What follows belongs to an exercise in optimizing a design on an open flow for small area, a short achievable clock period and few clock cycles per item; a production flow would make more cautious choices. At most, simulation tests tie the RTL to the original design; equivalence was not proved. Power figures rest on the tool's default switching activity, not on a simulated workload.

==> module NN, before the edit <==
module NN
    # (parameter DATAWIDTH = 32)
    (
    input wire signed[31:0] input_1,
    input wire signed[31:0] input_2,
    input wire clk,
    input wire resetn,
    input wire enable,
    output reg signed[31:0] final_output,
    output reg total_ovf,
    output reg total_zero,
    output reg[2:0] ovf_fsm_state,
    output reg[2:0] zero_fsm_state,
    output wire ready,
    output reg done
);
function gt_const31(input [30:0] x, input [30:0] c);
    integer lv, k;
    reg [31:0] g, e;
    begin
        g = {1'b0, x & ~c};
        e = {1'b1, ~(x ^ c)};
        for (lv = 1; lv < 32; lv = lv * 2)
            for (k = 0; k + lv < 32; k = k + 2 * lv) begin
                g[k] = g[k+lv] | (e[k+lv] & g[k]);
                e[k] = e[k+lv] & e[k];
            end
        gt_const31 = g[0];
    end
endfunction
wire [30:0] i1o = {1'b0, ~input_1[31], input_1[30:2]};
wire [30:0] i2o = {~input_2[31], input_2[30:1]};
wire r3 = !gt_const31(i1o, ((357913941) + 31'sd536870912)) &&  gt_const31(i1o, ((-357913941) + 31'sd536870912)) &&
          !gt_const31(i2o, ((429496729) + 32'sd1073741824)) &&  gt_const31(i2o, ((-429496730) + 32'sd1073741824));
wire r4 = !gt_const31(i1o, ((44739243) + 31'sd536870912)) &&  gt_const31(i1o, ((-44739242) + 31'sd536870912)) &&
          !gt_const31(i2o, ((42949673) + 32'sd1073741824)) &&  gt_const31(i2o, ((-42949673) + 32'sd1073741824));
wire z3 = (input_1[31:2] == 30'd0) || (input_2[31:1] == 31'd0);
wire z4 = (input_1[31:2] == 30'd89478486) || (input_1[31:2] == (30'h3FFFFFFF & -30'sd178956970)) ||
          (input_2[31:1] == (31'h7FFFFFFF & -31'sd429496729));
wire [31:0] na = ~input_1;
wire [31:0] nb = ~input_2;
wire [31:0] q1 = {na[30:2], 3'b000};
wire [31:0] q2 = {na[29:2], 4'b0000};
wire [31:0] q3 = {nb[29:1], 3'b000};
wire [31:0] q4 = {nb[28:1], 4'b0000};
wire [31:0] q5 = {nb[31], nb[31:1]};
wire [31:0] qk = 32'd82;
wire [31:0] sa = q1 ^ q3 ^ q5;
wire [31:0] ca = ((q1 & q3) | (q1 & q5) | (q3 & q5)) << 1;
wire [31:0] sb = q2 ^ q4 ^ qk;
wire [31:0] cb = ((q2 & q4) | (q2 & qk) | (q4 & qk)) << 1;
wire [31:0] s2 = sa ^ ca ^ sb;
wire [31:0] c2 = ((sa & ca) | (sa & sb) | (ca & sb)) << 1;
wire [31:0] s3 = s2 ^ c2 ^ cb;
wire [31:0] c3 = ((s2 & c2) | (s2 & cb) | (c2 & cb)) << 1;
reg [31:0] s3_q, c3_q;
reg r3_q, r4_q, z3_q, z4_q;
reg en_q;
always @(posedge clk) begin
    s3_q <= s3;
    c3_q <= c3;
    r3_q <= r3;
    r4_q <= r4;
    z3_q <= z3;
    z4_q <= z4;
end
wire [31:0] pg_p = s3_q ^ c3_q;
wire [31:0] pg_g = s3_q & c3_q;
wire [31:0] gl [0:5];
wire [31:0] pl [0:5];
assign gl[0] = pg_g;
assign pl[0] = pg_p;
genvar lv, bi;
generate
    for (lv = 0; lv < 5; lv = lv + 1) begin : PREFIX
        for (bi = 0; bi < 32; bi = bi + 1) begin : BIT
            if (bi & (1 << lv)) begin : COMB
                assign gl[lv+1][bi] = gl[lv][bi] | (pl[lv][bi] & gl[lv][((bi >> lv) << lv) - 1]);
                assign pl[lv+1][bi] = pl[lv][bi] & pl[lv][((bi >> lv) << lv) - 1];
            end else begin : PASS
                assign gl[lv+1][bi] = gl[lv][bi];
                assign pl[lv+1][bi] = pl[lv][bi];
            end
        end
    end
endgenerate
wire [31:0] w = pg_p ^ {gl[5][30:0], 1'b0};
wire u31 = (w[31] == w[30]);
wire u29 = (w[31:28] == 4'b0000) || (w[31:28] == 4'b1111);
wire ovf = !(r4_q && u29);
reg [28:0] w_q;
reg ovf_q;
reg [2:0] ovf_st_q;
reg [2:0] zero_st_q;
always @(posedge clk) begin
    w_q <= w[28:0];
    ovf_q <= ovf;
    ovf_st_q <= !r3_q ? 3'd3 : (!r4_q || !u31) ? 3'd4 : !u29 ? 3'd5 : 3'd0;
    zero_st_q <= (z4_q && r3_q) ? 3'd4 : z3_q ? 3'd3 : 3'd0;
end
always @(posedge clk, negedge resetn) begin
    if (!resetn) begin
        en_q <= 1'b0;
        done <= 1'b0;
    end else begin
        en_q <= enable;
        done <= en_q;
    end
end
assign ready = 1'b1;
always @(*) begin
    final_output = {~w_q | {29{ovf_q}}, 1'b1, ovf_q, ovf_q};
    total_ovf = ovf_q;
    total_zero = 1'b0;
    ovf_fsm_state = ovf_st_q;
    zero_fsm_state = zero_st_q;
end
endmodule
export LEC_CHECK = 0
export CAP_MARGIN = 20
export CORE_MARGIN = 2
export CORE_UTILIZATION = 65
export SLEW_MARGIN = 20
create_clock -name core_clock -period 16.0 [get_ports {clk}]
standard.sh (not shown) runs the stock make flow with config.mk's settings and CLKGATE_MAP_FILE= SYNTH_SCRIPT=/design/flow/synth_recipe.tcl, a recipe that flattens the netlist after the stock synthesis.
==> flow/flow/run.sh <==
#!/bin/bash
# Own layout flow: the standard ORFS flow (standard.sh, standard synthesis unchanged),
# with the port buffers chosen explicitly instead of the resizer's default pick.
set -euo pipefail
bash standard.sh "BUFFER_PORTS_ARGS=-buffer_cell sky130_fd_sc_hd__buf_2" finish > flow_standard.log 2>&1
Testbench counts at the start, summed over its fixed seeds: cycles 2,408, items 2,400.
Change:
--- a/flow/design.v
+++ b/flow/design.v
@@ -29,17 +29,17 @@
         gt_const31 = g[0];
     end
 endfunction
 wire [30:0] i1o = {1'b0, ~input_1[31], input_1[30:2]};
 wire [30:0] i2o = {~input_2[31], input_2[30:1]};
-wire r3 = !gt_const31(i1o, ((357913941) + 31'sd536870912)) &&  gt_const31(i1o, ((-357913941) + 31'sd536870912)) &&
-          !gt_const31(i2o, ((429496729) + 32'sd1073741824)) &&  gt_const31(i2o, ((-429496730) + 32'sd1073741824));
-wire r4 = !gt_const31(i1o, ((44739243) + 31'sd536870912)) &&  gt_const31(i1o, ((-44739242) + 31'sd536870912)) &&
-          !gt_const31(i2o, ((42949673) + 32'sd1073741824)) &&  gt_const31(i2o, ((-42949673) + 32'sd1073741824));
-wire z3 = (input_1[31:2] == 30'd0) || (input_2[31:1] == 31'd0);
-wire z4 = (input_1[31:2] == 30'd89478486) || (input_1[31:2] == (30'h3FFFFFFF & -30'sd178956970)) ||
-          (input_2[31:1] == (31'h7FFFFFFF & -31'sd429496729));
+wire [3:0] r3 = {!gt_const31(i1o, ((357913941) + 31'sd536870912)), gt_const31(i1o, ((-357913941) + 31'sd536870912)),
+                 !gt_const31(i2o, ((429496729) + 32'sd1073741824)), gt_const31(i2o, ((-429496730) + 32'sd1073741824))};
+wire [3:0] r4 = {!gt_const31(i1o, ((44739243) + 31'sd536870912)), gt_const31(i1o, ((-44739242) + 31'sd536870912)),
+                 !gt_const31(i2o, ((42949673) + 32'sd1073741824)), gt_const31(i2o, ((-42949673) + 32'sd1073741824))};
+wire [1:0] z3 = {input_1[31:2] == 30'd0, input_2[31:1] == 31'd0};
+wire [2:0] z4 = {input_1[31:2] == 30'd89478486, input_1[31:2] == (30'h3FFFFFFF & -30'sd178956970),
+                 input_2[31:1] == (31'h7FFFFFFF & -31'sd429496729)};
 wire [31:0] na = ~input_1;
 wire [31:0] nb = ~input_2;
 wire [31:0] q1 = {na[30:2], 3'b000};
 wire [31:0] q2 = {na[29:2], 4'b0000};
 wire [31:0] q3 = {nb[29:1], 3'b000};
@@ -53,11 +53,13 @@
 wire [31:0] s2 = sa ^ ca ^ sb;
 wire [31:0] c2 = ((sa & ca) | (sa & sb) | (ca & sb)) << 1;
 wire [31:0] s3 = s2 ^ c2 ^ cb;
 wire [31:0] c3 = ((s2 & c2) | (s2 & cb) | (c2 & cb)) << 1;
 reg [31:0] s3_q, c3_q;
-reg r3_q, r4_q, z3_q, z4_q;
+reg [3:0] r3_q, r4_q;
+reg [1:0] z3_q;
+reg [2:0] z4_q;
 reg en_q;
 always @(posedge clk) begin
     s3_q <= s3;
     c3_q <= c3;
     r3_q <= r3;
@@ -86,20 +88,22 @@
     end
 endgenerate
 wire [31:0] w = pg_p ^ {gl[5][30:0], 1'b0};
 wire u31 = (w[31] == w[30]);
 wire u29 = (w[31:28] == 4'b0000) || (w[31:28] == 4'b1111);
-wire ovf = !(r4_q && u29);
+wire r3_ok = &r3_q;
+wire r4_ok = &r4_q;
+wire ovf = !(r4_ok && u29);
 reg [28:0] w_q;
 reg ovf_q;
 reg [2:0] ovf_st_q;
 reg [2:0] zero_st_q;
 always @(posedge clk) begin
     w_q <= w[28:0];
     ovf_q <= ovf;
-    ovf_st_q <= !r3_q ? 3'd3 : (!r4_q || !u31) ? 3'd4 : !u29 ? 3'd5 : 3'd0;
-    zero_st_q <= (z4_q && r3_q) ? 3'd4 : z3_q ? 3'd3 : 3'd0;
+    ovf_st_q <= !r3_ok ? 3'd3 : (!r4_ok || !u31) ? 3'd4 : !u29 ? 3'd5 : 3'd0;
+    zero_st_q <= ((|z4_q) && r3_ok) ? 3'd4 : (|z3_q) ? 3'd3 : 3'd0;
 end
 always @(posedge clk, negedge resetn) begin
     if (!resetn) begin
         en_q <= 1'b0;
         done <= 1'b0;
The new run completed with no timing, DRC or antenna violations.
Hold slack is about the same.
Global-route usage drops by 0.17 points.
Via count climbs by 0.57%.
Wire length barely changes.
Clock-buffer cell count drops by 1.
Final area climbs by 3.0%.
Clock power climbs by 15%.
Final cell count climbs by 1.3%.
Setup slack got worse by 51 ps.
Clock skew stays flat.
Total power climbs by 7.1%.
Sequential share of layout area climbs by 1.5 points.
Function not checked in the second run of this note: the RTL went through the layout flow alone.

## rev 12
The RTL this note starts from:
==> flow/design.v <==
`timescale 1ns / 1ps
module NN
    # (parameter DATAWIDTH = 32)
    (
    input wire signed[31:0] input_1,
    input wire signed[31:0] input_2,
    input wire clk,
    input wire resetn,
    input wire enable,
    output reg signed[31:0] final_output,
    output reg total_ovf,
    output reg total_zero,
    output reg[2:0] ovf_fsm_state,
    output reg[2:0] zero_fsm_state,
    output wire ready,
    output reg done
);
function gt_const31(input [30:0] x, input [30:0] c);
    integer k;
    reg g;
    begin
        g = 1'b0;
        for (k = 0; k < 31; k = k + 1)
            g = c[k] ? (x[k] & g) : (x[k] | g);
        gt_const31 = g;
    end
endfunction
wire [30:0] i1o = {1'b0, ~input_1[31], input_1[30:2]};
wire [30:0] i2o = {~input_2[31], input_2[30:1]};
wire r3 = !gt_const31(i1o, ((357913941) + 31'sd536870912)) &&  gt_const31(i1o, ((-357913941) + 31'sd536870912)) &&
          !gt_const31(i2o, ((429496729) + 32'sd1073741824)) &&  gt_const31(i2o, ((-429496730) + 32'sd1073741824));
wire r4 = !gt_const31(i1o, ((44739243) + 31'sd536870912)) &&  gt_const31(i1o, ((-44739242) + 31'sd536870912)) &&
          !gt_const31(i2o, ((42949673) + 32'sd1073741824)) &&  gt_const31(i2o, ((-42949673) + 32'sd1073741824));
wire z3 = (input_1[31:2] == 30'd0) || (input_2[31:1] == 31'd0);
wire z4 = (input_1[31:2] == 30'd89478486) || (input_1[31:2] == (30'h3FFFFFFF & -30'sd178956970)) ||
          (input_2[31:1] == (31'h7FFFFFFF & -31'sd429496729));
wire [31:0] na = ~input_1;
wire [31:0] nb = ~input_2;
wire [31:0] q1 = {na[30:2], 3'b000};
wire [31:0] q2 = {na[29:2], 4'b0000};
wire [31:0] q3 = {nb[29:1], 3'b000};
wire [31:0] q4 = {nb[28:1], 4'b0000};
wire [31:0] q5 = {nb[31], nb[31:1]};
wire [31:0] qk = 32'd82;
wire [31:0] sa = q1 ^ q3 ^ q5;
wire [31:0] ca = ((q1 & q3) | (q1 & q5) | (q3 & q5)) << 1;
wire [31:0] sb = q2 ^ q4 ^ qk;
wire [31:0] cb = ((q2 & q4) | (q2 & qk) | (q4 & qk)) << 1;
wire [31:0] s2 = sa ^ ca ^ sb;
wire [31:0] c2 = ((sa & ca) | (sa & sb) | (ca & sb)) << 1;
wire [31:0] s3 = s2 ^ c2 ^ cb;
wire [31:0] c3 = ((s2 & c2) | (s2 & cb) | (c2 & cb)) << 1;
wire [31:0] pg_p = s3 ^ c3;
wire [31:0] pg_g = s3 & c3;
wire [31:0] gl [0:5];
wire [31:0] pl [0:5];
assign gl[0] = pg_g;
assign pl[0] = pg_p;
genvar lv, bi;
generate
    for (lv = 0; lv < 5; lv = lv + 1) begin : PREFIX
        for (bi = 0; bi < 32; bi = bi + 1) begin : BIT
            if (bi & (1 << lv)) begin : COMB
                assign gl[lv+1][bi] = gl[lv][bi] | (pl[lv][bi] & gl[lv][((bi >> lv) << lv) - 1]);
                assign pl[lv+1][bi] = pl[lv][bi] & pl[lv][((bi >> lv) << lv) - 1];
            end else begin : PASS
                assign gl[lv+1][bi] = gl[lv][bi];
                assign pl[lv+1][bi] = pl[lv][bi];
            end
        end
    end
endgenerate
wire [31:0] w = pg_p ^ {gl[5][30:0], 1'b0};
reg [31:0] w_q;
reg r3_q, r4_q, z3_q, z4_q;
always @(posedge clk) begin
    w_q  <= w;
    r3_q <= r3;
    r4_q <= r4;
    z3_q <= z3;
    z4_q <= z4 && r3;
end
always @(posedge clk, negedge resetn) begin
    if (!resetn)
        done <= 1'b0;
    else
        done <= enable;
end
assign ready = 1'b1;
wire u31 = (w_q[31] == w_q[30]);
wire u29 = (w_q[31:28] == 4'b0000) || (w_q[31:28] == 4'b1111);
wire ovf = !(r4_q && u29);
always @(*) begin
    final_output = {~w_q[28:0] | {29{ovf}}, 1'b1, ovf, ovf};
    total_ovf = ovf;
    total_zero = 1'b0;
    ovf_fsm_state = !r3_q ? 3'd3 : (!r4_q || !u31) ? 3'd4 : !u29 ? 3'd5 : 3'd0;
    zero_fsm_state = z4_q ? 3'd4 : z3_q ? 3'd3 : 3'd0;
end
endmodule
export LEC_CHECK = 0
export CAP_MARGIN = 20
export CORE_MARGIN = 2
export CORE_UTILIZATION = 65
export SLEW_MARGIN = 20
create_clock -name core_clock -period 16.0 [get_ports {clk}]
Scripts as last shown in full above: flow/flow/run.sh
Testbench counts of rev 12, summed over its fixed seeds: cycles 2,400, items 2,400.
### rev 12 -> rev 13
--- a/flow/design.v
+++ b/flow/design.v
@@ -40,20 +40,20 @@
 wire [31:0] q2 = {na[29:2], 4'b0000};
 wire [31:0] q3 = {nb[29:1], 3'b000};
 wire [31:0] q4 = {nb[28:1], 4'b0000};
 wire [31:0] q5 = {nb[31], nb[31:1]};
 wire [31:0] qk = 32'd82;
-wire [31:0] sa = q1 ^ q3 ^ q5;
-wire [31:0] ca = ((q1 & q3) | (q1 & q5) | (q3 & q5)) << 1;
-wire [31:0] sb = q2 ^ q4 ^ qk;
-wire [31:0] cb = ((q2 & q4) | (q2 & qk) | (q4 & qk)) << 1;
-wire [31:0] s2 = sa ^ ca ^ sb;
-wire [31:0] c2 = ((sa & ca) | (sa & sb) | (ca & sb)) << 1;
-wire [31:0] s3 = s2 ^ c2 ^ cb;
-wire [31:0] c3 = ((s2 & c2) | (s2 & cb) | (c2 & cb)) << 1;
-wire [31:0] pg_p = s3 ^ c3;
-wire [31:0] pg_g = s3 & c3;
+wire [31:0] s1 = q1 ^ q3 ^ q5;
+wire [31:0] c1 = ((q1 & q3) | (q1 & q5) | (q3 & q5)) << 1;
+wire [31:0] s2 = s1 ^ c1 ^ q2;
+wire [31:0] c2 = ((s1 & c1) | (s1 & q2) | (c1 & q2)) << 1;
+wire [31:0] s3 = s2 ^ c2 ^ q4;
+wire [31:0] c3 = ((s2 & c2) | (s2 & q4) | (c2 & q4)) << 1;
+wire [31:0] s4 = s3 ^ c3 ^ qk;
+wire [31:0] c4 = ((s3 & c3) | (s3 & qk) | (c3 & qk)) << 1;
+wire [31:0] pg_p = s4 ^ c4;
+wire [31:0] pg_g = s4 & c4;
 wire [31:0] gl [0:5];
 wire [31:0] pl [0:5];
 assign gl[0] = pg_g;
 assign pl[0] = pg_p;
 genvar lv, bi;
==> run notes <==
- Of rev 13 and rev 12, it is rev 13 that has the lower worst hold slack.
- Diff rev 12 -> rev 13 | post-layout minimum cycle time | increase of 0.81 ns
- For the share of the synthesized netlist area taken by xor and xnor gates, rev 13 came in 0.69 points higher than rev 12 did.
- [rev 13] critical path depth rose 3 relative to rev 12
- Period utilization delta for rev 13 relative to rev 12: 5.0 points higher
- Met2 track demand over resource in global routing: rev 13 vs rev 12 down 1.9 points
- On required time of the critical path, the lower figure sits with rev 13, not rev 12.
- Of rev 13 and rev 12, rev 13 shows the higher share of total power in the clock network, with rev 12 below it.
- What rev 12 reported for largest net degree at the start of global routing has to be multiplied by 1.4 to get the figure for rev 13.
- Relative to rev 12, rev 13 degrades setup slack.
- Compared with rev 12, rev 13 shows a lower combined area of the multi-input logic cells.
- [compare] base=rev 12 new=rev 13: final design area excluding fillers decreased 6.9%; via count decreased by 648 relative to the old numbers.
- For rev 12, the end of the critical path was w_q[16], unlike rev 13, where it was w_q[17].
For rev 13, only the layout was checked, not whether the RTL still works.

-- afterwards: timing with drivers on the ports --
The flow's constraints put no driver on any port. The routed layouts listed below were extracted and timed again, unchanged, in two steps.
Step 1 sets driving cells, clkbuf_16 on the clock port and buf_2 on the other inputs (assumed; they add their load-dependent delay and slew).
Step 2 adds t to the input delays and takes it off the output delays; t is the mean of the earliest and latest rising clock arrival at the registers after step 1. Input paths then give back, and output paths get back, about the clock's delay inside the block.
a / b / c = ideal ports / drivers / drivers and shift; a / b = the first two.
| run | t (ns) | setup WS [ns] | worst setup path at the end |
|---|---|---|---|
| the first run of note 1 | 0.415 | 11.183 / 11.145 / 10.823 | input to register |
| the second run of note 1 | 0.417 | 11.132 / 11.095 / 10.812 | input to register |
| rev 12 | 0.324 | 9.344 / 9.356 / 9.032 | input to register |
| rev 13 | 0.332 | 8.538 / 8.551 / 8.219 | input to register |
After both steps every run listed still meets setup and hold. The setup slack of the first run of note 1, which loses most, moves by -0.038 ns with the drivers and by -0.360 ns with both steps.
